This is an optimization exercise on Yosys and OpenROAD, whose aim is small area, not a production implementation. In this exercise RTL edits were held to simulation tests only and were not proved equivalent to the original.

==> inputs of onyx <==
==> flow/design.v (excerpt) <==
module Shooter_top
	(
		CLOCK_50,
		RESETN,
		SW,
		PS2_CLK,
		PS2_DAT,
		HEX3,
		HEX2,
		HEX1,
		HEX0,
		LEDR,
		PIX_X,
		PIX_Y,
		PIX_COLOUR
	);
clock: 20.0 ns
lec_check: 0
cap_margin: 20
core_margin: 2
core_utilization: 50
gpl_routability_driven: 1
gpl_timing_driven: 0
slew_margin: 20
standard.sh (not shown) runs the stock make flow with config.mk's settings and CLKGATE_MAP_FILE= SYNTH_SCRIPT=/design/flow/synth_recipe.tcl, a recipe that flattens the netlist after the stock synthesis.
==> flow/flow/run.sh <==
#!/bin/bash
# Standard ORFS layout, with one extra step: after the standard synthesis, the
# combinational logic between the registers is re-optimised with ABC (deepsyn); every
# register instance is kept as the standard synthesis made it.
set -euo pipefail
cd "$(dirname "$0")/.."
WORK=$PWD
R=$WORK/orfs/results/$FLOW_PLATFORM/Shooter_top/base
LIB=$FLOW_HOME/platforms/$FLOW_PLATFORM/lib/sky130_fd_sc_hd__tt_025C_1v80.lib
YOSYS=$(command -v yosys || echo /OpenROAD-flow-scripts/tools/install/yosys/bin/yosys)

# 1. standard synthesis
bash standard.sh $R/1_2_yosys.v > synth_standard.log 2>&1
cp $R/1_2_yosys.v $WORK/std_1_2_yosys.v

# 2. re-optimise the logic
DU=$(grep -o 'cell *( *"\?sky130_fd_sc_hd__\(lpflow\|probe\)[a-z0-9_]*' $LIB | sed 's/.*(\s*"\?//' | sort -u | sed 's/^/-dont_use /' | tr '\n' ' ')
sed -e "s|@LIB@|$LIB|g" -e "s|@IN@|$WORK/std_1_2_yosys.v|g" -e "s|@OUT@|$WORK/reopt.v|g" \
    -e "s|@DU@|$DU|g" -e "s|@TOP@|$FLOW_TOP|g" flow/reopt.ys > reopt_run.ys
$YOSYS -s reopt_run.ys > reopt.log 2>&1
n0=$(grep -c 'sky130_fd_sc_hd__df' $WORK/std_1_2_yosys.v)
n1=$(grep -c 'sky130_fd_sc_hd__df' $WORK/reopt.v)
if [[ "$n0" != "$n1" ]]; then echo "register count changed: $n0 -> $n1" >&2; exit 1; fi
cp $WORK/reopt.v $R/1_2_yosys.v
touch $R/1_2_yosys.v

# 3. the rest of the standard layout
bash standard.sh > layout.log 2>&1
==> flow/flow/reopt.ys <==
read_liberty -ignore_miss_func @LIB@
read_verilog @IN@
hierarchy -top @TOP@
setattr -mod -set keep_hierarchy 1 sky130_fd_sc_hd__df*
flatten
hierarchy -top @TOP@
setattr -mod -set blackbox 1 sky130_fd_sc_hd__df*
opt -purge
tee -o reopt_stat_before.txt stat
abc -liberty @LIB@ @DU@ -script "+strash; dc2; &get -n; &deepsyn -T 120; &put; dch; amap; topo"
opt_clean -purge
hilomap -singleton -hicell sky130_fd_sc_hd__conb_1 HI -locell sky130_fd_sc_hd__conb_1 LO
splitnets
opt_clean -purge
tee -o reopt_stat.txt stat -liberty @LIB@
write_verilog -noattr -noexpr -nohex -nodec @OUT@
==> raven (differences from onyx) <==
--- a/flow/design.v
+++ b/flow/design.v
@@ -26,30 +26,28 @@
 			default: tcls = 3'b000;
 		endcase
 	end
 	wire	win = (num == 4'd10);
 	always @(posedge clock) begin
-		if (neg && num != 4'd0 && num <= 4'd8)
-			temp <= {ps2_dat, temp[7:1]};
-		d1 <= ps2_state;
-		d2 <= d1;
-		dat_ready <= ~d2 & d1;
-	end
-	always @(posedge clock) begin
 		if (!rst_n) begin
 			c1 <= 1'b0; c2 <= 1'b0; c3 <= 1'b0;
 			num <= 4'd0;
+			temp <= 8'd0;
 			key_flag <= 1'b0;
 			ps2_state <= 1'b1;
 			cls <= 3'b000;
+			d1 <= 1'b0; d2 <= 1'b0; dat_ready <= 1'b0;
 			gun_dir <= 2'b00;
 			shooting <= 1'b0;
 			bombing <= 1'b0;
 		end else begin
 			c1 <= ps2_clk; c2 <= c1; c3 <= c2;
-			if (neg)
+			if (neg) begin
 				num <= win ? 4'd0 : num + 4'd1;
+				if (num != 4'd0 && num <= 4'd8)
+					temp <= {ps2_dat, temp[7:1]};
+			end
 			if (win) begin
 				if (temp == 8'hf0)
 					key_flag <= 1'b1;
 				else if (!key_flag) begin
 					ps2_state <= 1'b1;
@@ -57,10 +55,13 @@
 				end else begin
 					ps2_state <= 1'b0;
 					key_flag <= 1'b0;
 				end
 			end
+			d1 <= ps2_state;
+			d2 <= d1;
+			dat_ready <= ~d2 & d1;
 			if (cls[2])
 				gun_dir <= cls[1:0];
 			shooting <= dat_ready & (cls == 3'b001);
 			bombing <= dat_ready & (cls == 3'b010);
 		end
@@ -225,36 +226,25 @@
 	wire	e_mt = !rs && !shooting && !t_spawn && !t_ball && t_mon;
 	wire	free = !rs && !shooting && !t_spawn && !t_ball && !t_mon;
 	wire	e_col = free && anycol;
 	wire	e_gun = free && !anycol && anygun;
 	wire	bomb_eff = bombing && (num_bomb != 2'd0);
-	always @(posedge clock) begin
-		if (state == RUN) begin
-			if (e_shot)
-				bray[2*addr_b+:2] <= gun_dir;
-			if (e_spawn) begin
-				mdir[2*addr_m+:2] <= sp_dir;
-				size_monster[addr_m] <= sp_size;
-				mf[addr_m] <= 1'b0;
-			end
-			if (e_mt)
-				for (j = 0; j < 4; j = j + 1)
-					if (alive[j] && !mf[j] && mpos[7*j+:7] == 7'd0)
-						mf[j] <= 1'b1;
-		end
-	end
 	reg	[6:0]	b, d;
 	always @(posedge clock) begin
 		if (!rst_n) begin
 			state <= IDLE;
 			num_bomb <= 2'd3;
 			play_hp <= 2'd3;
 			h <= 6'd0;
 			s0 <= 1'b0;
 			addr_b <= 3'd0;
 			addr_m <= 2'd0;
+			size_monster <= 4'd0;
+			mdir <= 8'd0;
+			mf <= 4'd0;
 			mpos <= {4{MDEAD}};
+			bray <= 16'd0;
 			bpos <= {8{BDEAD}};
 		end else begin
 			case (state)
 				IDLE: begin
 					num_bomb <= 2'd3;
@@ -269,14 +259,18 @@
 					end
 				end
 				RUN: begin
 					if (e_shot) begin
 						addr_b <= addr_b + 3'd1;
+						bray[2*addr_b+:2] <= gun_dir;
 						bpos[7*addr_b+:7] <= 7'd10;
 					end
 					if (e_spawn) begin
 						addr_m <= addr_m + 2'd1;
+						mdir[2*addr_m+:2] <= sp_dir;
+						size_monster[addr_m] <= sp_size;
+						mf[addr_m] <= 1'b0;
 						mpos[7*addr_m+:7] <= sp_dir[0] ? 7'd50 : 7'd70;
 					end
 					if (e_bt)
 						for (i = 0; i < 8; i = i + 1) begin
 							b = bpos[7*i+:7];
@@ -289,10 +283,11 @@
 						for (j = 0; j < 4; j = j + 1) begin
 							d = mpos[7*j+:7];
 							if (alive[j]) begin
 								if (!mf[j]) begin
 									if (d == 7'd0) begin
+										mf[j] <= 1'b1;
 										mpos[7*j+:7] <= 7'd1;
 									end else
 										mpos[7*j+:7] <= dec7(d);
 								end else
 									mpos[7*j+:7] <= (d == (mdir[2*j] ? 7'd55 : 7'd75)) ? MDEAD : inc7(d);
@@ -339,37 +334,33 @@
 	output reg	[3:0]	y2,
 	output reg	[3:0]	y3);
 	reg	[1:0]	state;
 	reg	[6:0]	A;
 	reg	[3:0]	temp;
-	wire		ge10 = (A >= 7'd10);
-	always @(posedge clock) begin
-		case (state)
-			2'd0: begin
-				A <= bin;
-				temp <= 4'd0;
-			end
-			2'd1: ;
-			default: begin
-				if (ge10) begin
-					A <= A - 7'd10;
-					temp <= temp + 4'd1;
-				end
-			end
-		endcase
-	end
 	always @(posedge clock) begin
 		if (!rst_n) begin
 			state <= 2'd0;
+			A <= 7'd0;
+			temp <= 4'd0;
 			y2 <= 4'd0;
 			y3 <= 4'd0;
 		end else begin
 			case (state)
-				2'd0: state <= 2'd1;
-				2'd1: state <= 2'd2;
+				2'd0: begin
+					A <= bin;
+					temp <= 4'd0;
+					state <= 2'd1;
+				end
+				2'd1: begin
+					temp <= 4'd0;
+					state <= 2'd2;
+				end
 				default: begin
-					if (!ge10) begin
+					if (A >= 7'd10) begin
+						A <= A - 7'd10;
+						temp <= temp + 4'd1;
+					end else begin
 						y2 <= temp;
 						y3 <= A[3:0];
 						state <= 2'd0;
 					end
 				end
==> flow/flow/run.sh (replaced) <==
#!/bin/bash
# Standard ORFS layout, with one extra step: after the standard synthesis, the
# combinational logic between the registers is re-optimised with ABC (deepsyn with a
# few random seeds, in rounds, keeping the smallest netlist); every register instance is
# kept as the standard synthesis made it, which the script checks.
set -euo pipefail
cd "$(dirname "$0")/.."
WORK=$PWD
R=$WORK/orfs/results/$FLOW_PLATFORM/Shooter_top/base
LIB=$FLOW_HOME/platforms/$FLOW_PLATFORM/lib/sky130_fd_sc_hd__tt_025C_1v80.lib
YOSYS=$(command -v yosys || echo /OpenROAD-flow-scripts/tools/install/yosys/bin/yosys)
JOBS=${NUM_CORES:-8}
ROUNDS=3
T=120

# 1. standard synthesis
bash standard.sh $R/1_2_yosys.v > synth_standard.log 2>&1
cp $R/1_2_yosys.v $WORK/std_1_2_yosys.v

# 2. re-optimise the logic
DU=$(grep -o 'cell *( *"\?sky130_fd_sc_hd__\(lpflow\|probe\)[a-z0-9_]*' $LIB | sed 's/.*(\s*"\?//' | sort -u | sed 's/^/-dont_use /' | tr '\n' ' ')
area() { grep 'Chip area' "$1" | awk '{print $NF}'; }
mkdir -p reopt
best=$WORK/std_1_2_yosys.v
bestarea=1e12
for r in $(seq 1 $ROUNDS); do
  for k in $(seq 0 $((JOBS - 1))); do
    if (( k % 2 == 0 )); then m="dch -f; amap"; else m="dch; amap"; fi
    if (( k % 4 < 2 )); then pre="strash; dc2"; else pre="strash"; fi
    sc="$pre; \&get -n; \&deepsyn -T $T -S $(( (r * JOBS + k) % 101 )); \&put; $m; topo"
    sed -e "s|@LIB@|$LIB|g" -e "s|@IN@|$best|g" -e "s|@OUT@|$WORK/reopt/r${r}_$k.v|g" \
        -e "s|@DU@|$DU|g" -e "s|@TOP@|$FLOW_TOP|g" -e "s|@SCRIPT@|$sc|" \
        -e "s|@STAT@|$WORK/reopt/r${r}_$k.stat|" flow/reopt.ys > reopt/r${r}_$k.ys
    $YOSYS -s reopt/r${r}_$k.ys > reopt/r${r}_$k.log 2>&1 &
  done
  wait
  for k in $(seq 0 $((JOBS - 1))); do
    f=$WORK/reopt/r${r}_$k
    [[ -f $f.stat && -f $f.v ]] || continue
    a=$(area $f.stat)
    if awk "BEGIN{exit !($a < $bestarea)}"; then bestarea=$a; best=$f.v; fi
  done
  echo "round $r: best $bestarea ($best)" >> reopt.log
done
cp $best $WORK/reopt.v

regs() { grep -o 'sky130_fd_sc_hd__[es]\?df[a-z0-9_]* [^ ]*' "$1" | sort; }
if ! cmp -s <(regs $WORK/std_1_2_yosys.v) <(regs $WORK/reopt.v); then
  echo "registers changed by the re-optimisation" >&2; exit 1
fi
cp $WORK/reopt.v $R/1_2_yosys.v
touch $R/1_2_yosys.v

# 3. the rest of the standard layout
bash standard.sh > layout.log 2>&1
==> flow/flow/reopt.ys (replaced) <==
read_liberty -ignore_miss_func @LIB@
read_verilog @IN@
hierarchy -top @TOP@
setattr -mod -set keep_hierarchy 1 sky130_fd_sc_hd__df* sky130_fd_sc_hd__edf* sky130_fd_sc_hd__sdf*
flatten
hierarchy -top @TOP@
setattr -mod -set blackbox 1 sky130_fd_sc_hd__df* sky130_fd_sc_hd__edf* sky130_fd_sc_hd__sdf*
opt -purge
abc -liberty @LIB@ @DU@ -script "+@SCRIPT@"
opt_clean -purge
hilomap -singleton -hicell sky130_fd_sc_hd__conb_1 HI -locell sky130_fd_sc_hd__conb_1 LO
splitnets
opt_clean -purge
tee -o @STAT@ stat -liberty @LIB@
write_verilog -noattr -noexpr -nohex -nodec @OUT@
==> ember (differences from onyx) <==
--- a/flow/design.v
+++ b/flow/design.v
@@ -26,30 +26,28 @@
 			default: tcls = 3'b000;
 		endcase
 	end
 	wire	win = (num == 4'd10);
 	always @(posedge clock) begin
-		if (neg && num != 4'd0 && num <= 4'd8)
-			temp <= {ps2_dat, temp[7:1]};
-		d1 <= ps2_state;
-		d2 <= d1;
-		dat_ready <= ~d2 & d1;
-	end
-	always @(posedge clock) begin
 		if (!rst_n) begin
 			c1 <= 1'b0; c2 <= 1'b0; c3 <= 1'b0;
 			num <= 4'd0;
+			temp <= 8'd0;
 			key_flag <= 1'b0;
 			ps2_state <= 1'b1;
 			cls <= 3'b000;
+			d1 <= 1'b0; d2 <= 1'b0; dat_ready <= 1'b0;
 			gun_dir <= 2'b00;
 			shooting <= 1'b0;
 			bombing <= 1'b0;
 		end else begin
 			c1 <= ps2_clk; c2 <= c1; c3 <= c2;
-			if (neg)
+			if (neg) begin
 				num <= win ? 4'd0 : num + 4'd1;
+				if (num != 4'd0 && num <= 4'd8)
+					temp <= {ps2_dat, temp[7:1]};
+			end
 			if (win) begin
 				if (temp == 8'hf0)
 					key_flag <= 1'b1;
 				else if (!key_flag) begin
 					ps2_state <= 1'b1;
@@ -57,10 +55,13 @@
 				end else begin
 					ps2_state <= 1'b0;
 					key_flag <= 1'b0;
 				end
 			end
+			d1 <= ps2_state;
+			d2 <= d1;
+			dat_ready <= ~d2 & d1;
 			if (cls[2])
 				gun_dir <= cls[1:0];
 			shooting <= dat_ready & (cls == 3'b001);
 			bombing <= dat_ready & (cls == 3'b010);
 		end
@@ -225,36 +226,25 @@
 	wire	e_mt = !rs && !shooting && !t_spawn && !t_ball && t_mon;
 	wire	free = !rs && !shooting && !t_spawn && !t_ball && !t_mon;
 	wire	e_col = free && anycol;
 	wire	e_gun = free && !anycol && anygun;
 	wire	bomb_eff = bombing && (num_bomb != 2'd0);
-	always @(posedge clock) begin
-		if (state == RUN) begin
-			if (e_shot)
-				bray[2*addr_b+:2] <= gun_dir;
-			if (e_spawn) begin
-				mdir[2*addr_m+:2] <= sp_dir;
-				size_monster[addr_m] <= sp_size;
-				mf[addr_m] <= 1'b0;
-			end
-			if (e_mt)
-				for (j = 0; j < 4; j = j + 1)
-					if (alive[j] && !mf[j] && mpos[7*j+:7] == 7'd0)
-						mf[j] <= 1'b1;
-		end
-	end
 	reg	[6:0]	b, d;
 	always @(posedge clock) begin
 		if (!rst_n) begin
 			state <= IDLE;
 			num_bomb <= 2'd3;
 			play_hp <= 2'd3;
 			h <= 6'd0;
 			s0 <= 1'b0;
 			addr_b <= 3'd0;
 			addr_m <= 2'd0;
+			size_monster <= 4'd0;
+			mdir <= 8'd0;
+			mf <= 4'd0;
 			mpos <= {4{MDEAD}};
+			bray <= 16'd0;
 			bpos <= {8{BDEAD}};
 		end else begin
 			case (state)
 				IDLE: begin
 					num_bomb <= 2'd3;
@@ -269,14 +259,18 @@
 					end
 				end
 				RUN: begin
 					if (e_shot) begin
 						addr_b <= addr_b + 3'd1;
+						bray[2*addr_b+:2] <= gun_dir;
 						bpos[7*addr_b+:7] <= 7'd10;
 					end
 					if (e_spawn) begin
 						addr_m <= addr_m + 2'd1;
+						mdir[2*addr_m+:2] <= sp_dir;
+						size_monster[addr_m] <= sp_size;
+						mf[addr_m] <= 1'b0;
 						mpos[7*addr_m+:7] <= sp_dir[0] ? 7'd50 : 7'd70;
 					end
 					if (e_bt)
 						for (i = 0; i < 8; i = i + 1) begin
 							b = bpos[7*i+:7];
@@ -289,10 +283,11 @@
 						for (j = 0; j < 4; j = j + 1) begin
 							d = mpos[7*j+:7];
 							if (alive[j]) begin
 								if (!mf[j]) begin
 									if (d == 7'd0) begin
+										mf[j] <= 1'b1;
 										mpos[7*j+:7] <= 7'd1;
 									end else
 										mpos[7*j+:7] <= dec7(d);
 								end else
 									mpos[7*j+:7] <= (d == (mdir[2*j] ? 7'd55 : 7'd75)) ? MDEAD : inc7(d);
@@ -339,37 +334,33 @@
 	output reg	[3:0]	y2,
 	output reg	[3:0]	y3);
 	reg	[1:0]	state;
 	reg	[6:0]	A;
 	reg	[3:0]	temp;
-	wire		ge10 = (A >= 7'd10);
-	always @(posedge clock) begin
-		case (state)
-			2'd0: begin
-				A <= bin;
-				temp <= 4'd0;
-			end
-			2'd1: ;
-			default: begin
-				if (ge10) begin
-					A <= A - 7'd10;
-					temp <= temp + 4'd1;
-				end
-			end
-		endcase
-	end
 	always @(posedge clock) begin
 		if (!rst_n) begin
 			state <= 2'd0;
+			A <= 7'd0;
+			temp <= 4'd0;
 			y2 <= 4'd0;
 			y3 <= 4'd0;
 		end else begin
 			case (state)
-				2'd0: state <= 2'd1;
-				2'd1: state <= 2'd2;
+				2'd0: begin
+					A <= bin;
+					temp <= 4'd0;
+					state <= 2'd1;
+				end
+				2'd1: begin
+					temp <= 4'd0;
+					state <= 2'd2;
+				end
 				default: begin
-					if (!ge10) begin
+					if (A >= 7'd10) begin
+						A <= A - 7'd10;
+						temp <= temp + 4'd1;
+					end else begin
 						y2 <= temp;
 						y3 <= A[3:0];
 						state <= 2'd0;
 					end
 				end
==> flow/flow/run.sh (replaced) <==
#!/bin/bash
# Standard ORFS layout, with one extra step: after the standard synthesis, the
# combinational logic between the registers is re-optimised with ABC (deepsyn with a
# few random seeds, in rounds, keeping the smallest netlist); every register instance is
# kept as the standard synthesis made it, which the script checks.
set -euo pipefail
cd "$(dirname "$0")/.."
WORK=$PWD
R=$WORK/orfs/results/$FLOW_PLATFORM/Shooter_top/base
LIB=$FLOW_HOME/platforms/$FLOW_PLATFORM/lib/sky130_fd_sc_hd__tt_025C_1v80.lib
YOSYS=$(command -v yosys || echo /OpenROAD-flow-scripts/tools/install/yosys/bin/yosys)
JOBS=${NUM_CORES:-8}
ROUNDS=4
T=180

# 1. standard synthesis
bash standard.sh $R/1_2_yosys.v > synth_standard.log 2>&1
cp $R/1_2_yosys.v $WORK/std_1_2_yosys.v

# 2. re-optimise the logic
DU=$(grep -o 'cell *( *"\?sky130_fd_sc_hd__\(lpflow\|probe\)[a-z0-9_]*' $LIB | sed 's/.*(\s*"\?//' | sort -u | sed 's/^/-dont_use /' | tr '\n' ' ')
area() { grep 'Chip area' "$1" | awk '{print $NF}'; }
mkdir -p reopt
best=$WORK/std_1_2_yosys.v
bestarea=1e12
for r in $(seq 1 $ROUNDS); do
  for k in $(seq 0 $((JOBS - 1))); do
    if (( k % 2 == 0 )); then m="dch -f; amap"; else m="dch; amap"; fi
    if (( k % 4 < 2 )); then pre="strash; dc2"; else pre="strash"; fi
    sc="$pre; \&get -n; \&deepsyn -T $T -S $(( (r * JOBS + k) % 101 )); \&put; $m; topo"
    sed -e "s|@LIB@|$LIB|g" -e "s|@IN@|$best|g" -e "s|@OUT@|$WORK/reopt/r${r}_$k.v|g" \
        -e "s|@DU@|$DU|g" -e "s|@TOP@|$FLOW_TOP|g" -e "s|@SCRIPT@|$sc|" \
        -e "s|@STAT@|$WORK/reopt/r${r}_$k.stat|" flow/reopt.ys > reopt/r${r}_$k.ys
    $YOSYS -s reopt/r${r}_$k.ys > reopt/r${r}_$k.log 2>&1 &
  done
  wait
  for k in $(seq 0 $((JOBS - 1))); do
    f=$WORK/reopt/r${r}_$k
    [[ -f $f.stat && -f $f.v ]] || continue
    a=$(area $f.stat)
    if awk "BEGIN{exit !($a < $bestarea)}"; then bestarea=$a; best=$f.v; fi
  done
  echo "round $r: best $bestarea ($best)" >> reopt.log
done
cp $best $WORK/reopt.v

regs() { grep -o 'sky130_fd_sc_hd__[es]\?df[a-z0-9_]* [^ ]*' "$1" | sort; }
if ! cmp -s <(regs $WORK/std_1_2_yosys.v) <(regs $WORK/reopt.v); then
  echo "registers changed by the re-optimisation" >&2; exit 1
fi
cp $WORK/reopt.v $R/1_2_yosys.v
touch $R/1_2_yosys.v

# 3. the rest of the standard layout
bash standard.sh > layout.log 2>&1
==> flow/flow/reopt.ys (replaced) <==
read_liberty -ignore_miss_func @LIB@
read_verilog @IN@
hierarchy -top @TOP@
setattr -mod -set keep_hierarchy 1 sky130_fd_sc_hd__df* sky130_fd_sc_hd__edf* sky130_fd_sc_hd__sdf*
flatten
hierarchy -top @TOP@
setattr -mod -set blackbox 1 sky130_fd_sc_hd__df* sky130_fd_sc_hd__edf* sky130_fd_sc_hd__sdf*
opt -purge
abc -liberty @LIB@ @DU@ -script "+@SCRIPT@"
opt_clean -purge
hilomap -singleton -hicell sky130_fd_sc_hd__conb_1 HI -locell sky130_fd_sc_hd__conb_1 LO
splitnets
opt_clean -purge
tee -o @STAT@ stat -liberty @LIB@
write_verilog -noattr -noexpr -nohex -nodec @OUT@
Settings changed: CORE_UTILIZATION 50 to 40, CTS_CLUSTER_DIAMETER from default to 120, CTS_CLUSTER_SIZE from default to 22.
==> results.py <==
metrics = {
    "layout": {
        "nonClockInverterCount": 341,
        "layout_common_cells": "nor2_1, clkinv_1, nand2_1",
        "final_common_cell": "nor2_1",
    },
    "worst_setup_path": {
        "crit_fanout": 22,
        "cp.arrival_ns": 13.97,
        "crit_top_cell": "nor2_1",
    },
    "sta": {
        "finalHoldViolCount": 0,
    },
    "detailed_routing": {
        "vias": 26700,
        "routed_wl_mm": 110,
        "ant_nets": 0,
        "maxUsedRoutingLayer": "met5",
        "dr.pass1.iters": 15,
    },
    "status": {
        "status": "complete, no violations",
    },
    "global_route": {
        "grt_pass1_vias": 24400,
    },
}
Source of the figures above: raven

==> results.py <==
metrics = {
    "detailed_routing": {
        "routed_wl_mm": 123,
        "maxUsedRoutingLayer": "met5",
        "ant_nets": 0,
        "route.detailed.drc": 0,
        "dr.pass1.iters": 10,
        "vias": 26500,
        "wl_per_cell_um": 34.3,
    },
    "logic_synthesis": {
        "synth.avg_cell_area_um2": 6.52,
    },
    "worst_setup_path": {
        "crit_top_cell": "clkinv_1",
        "required_ns": 20.40,
        "crit_start": "u2.mpos[2]$_SDFFE_PN0P_",
        "crit_fanout": 16,
        "cp.arrival_ns": 13.79,
    },
    "status": {
        "status": "complete, no violations",
    },
    "sta": {
        "finalHoldViolCount": 0,
        "min_period_over_period_pct": 67.0,
    },
    "layout": {
        "nonClockInverterCount": 371,
        "layout_common_cells": "nor2_1, clkinv_1, nand2_1",
    },
    "global_route": {
        "grt_pass1_vias": 23600,
        "grtUsageMet3_pct": 20.0,
    },
}
Source of the figures above: ember

==> results.py <==
metrics = {
    "status": {
        "status": "aborted with a tool error",
        "haltStage": "netlist read-in after synthesis (1_synth)",
        "firstError": "[ERROR ORD-2013] instance _3173_.A_reg LEF master $_DFF_P_ not found.",
    },
    "logic_synthesis": {
        "synth_warnings": 5,
    },
}
Source of the figures above: onyx

[afterwards: timing with drivers on the ports]
Ports are ideal in the flow. The routed layouts listed here were re-timed in OpenROAD.
Step 1 (the two cells are an assumption about what drives the block):
set clk [get_ports {CLOCK_50}]
set_driving_cell -lib_cell sky130_fd_sc_hd__clkbuf_16 $clk
set_driving_cell -lib_cell sky130_fd_sc_hd__buf_2 [delete_from_list [all_inputs] $clk]
Step 2, shift: input delay + t, output delay - t, t = (earliest + latest rising clock arrival at the registers) / 2. This alone moves slack from input paths to output paths.
Three values: ideal ports, drivers, drivers and shift; two values: the first two.
| run | t (ns) | setup slack, ns | worst data-port slew with drivers (ns) |
|---|---|---|---|
| raven | 0.672 | 6.548 / 6.548 / 6.548 | 0.03 |
| ember | 0.597 | 6.602 / 6.602 / 6.602 | 0.05 |
After both steps every run listed still meets setup and hold.
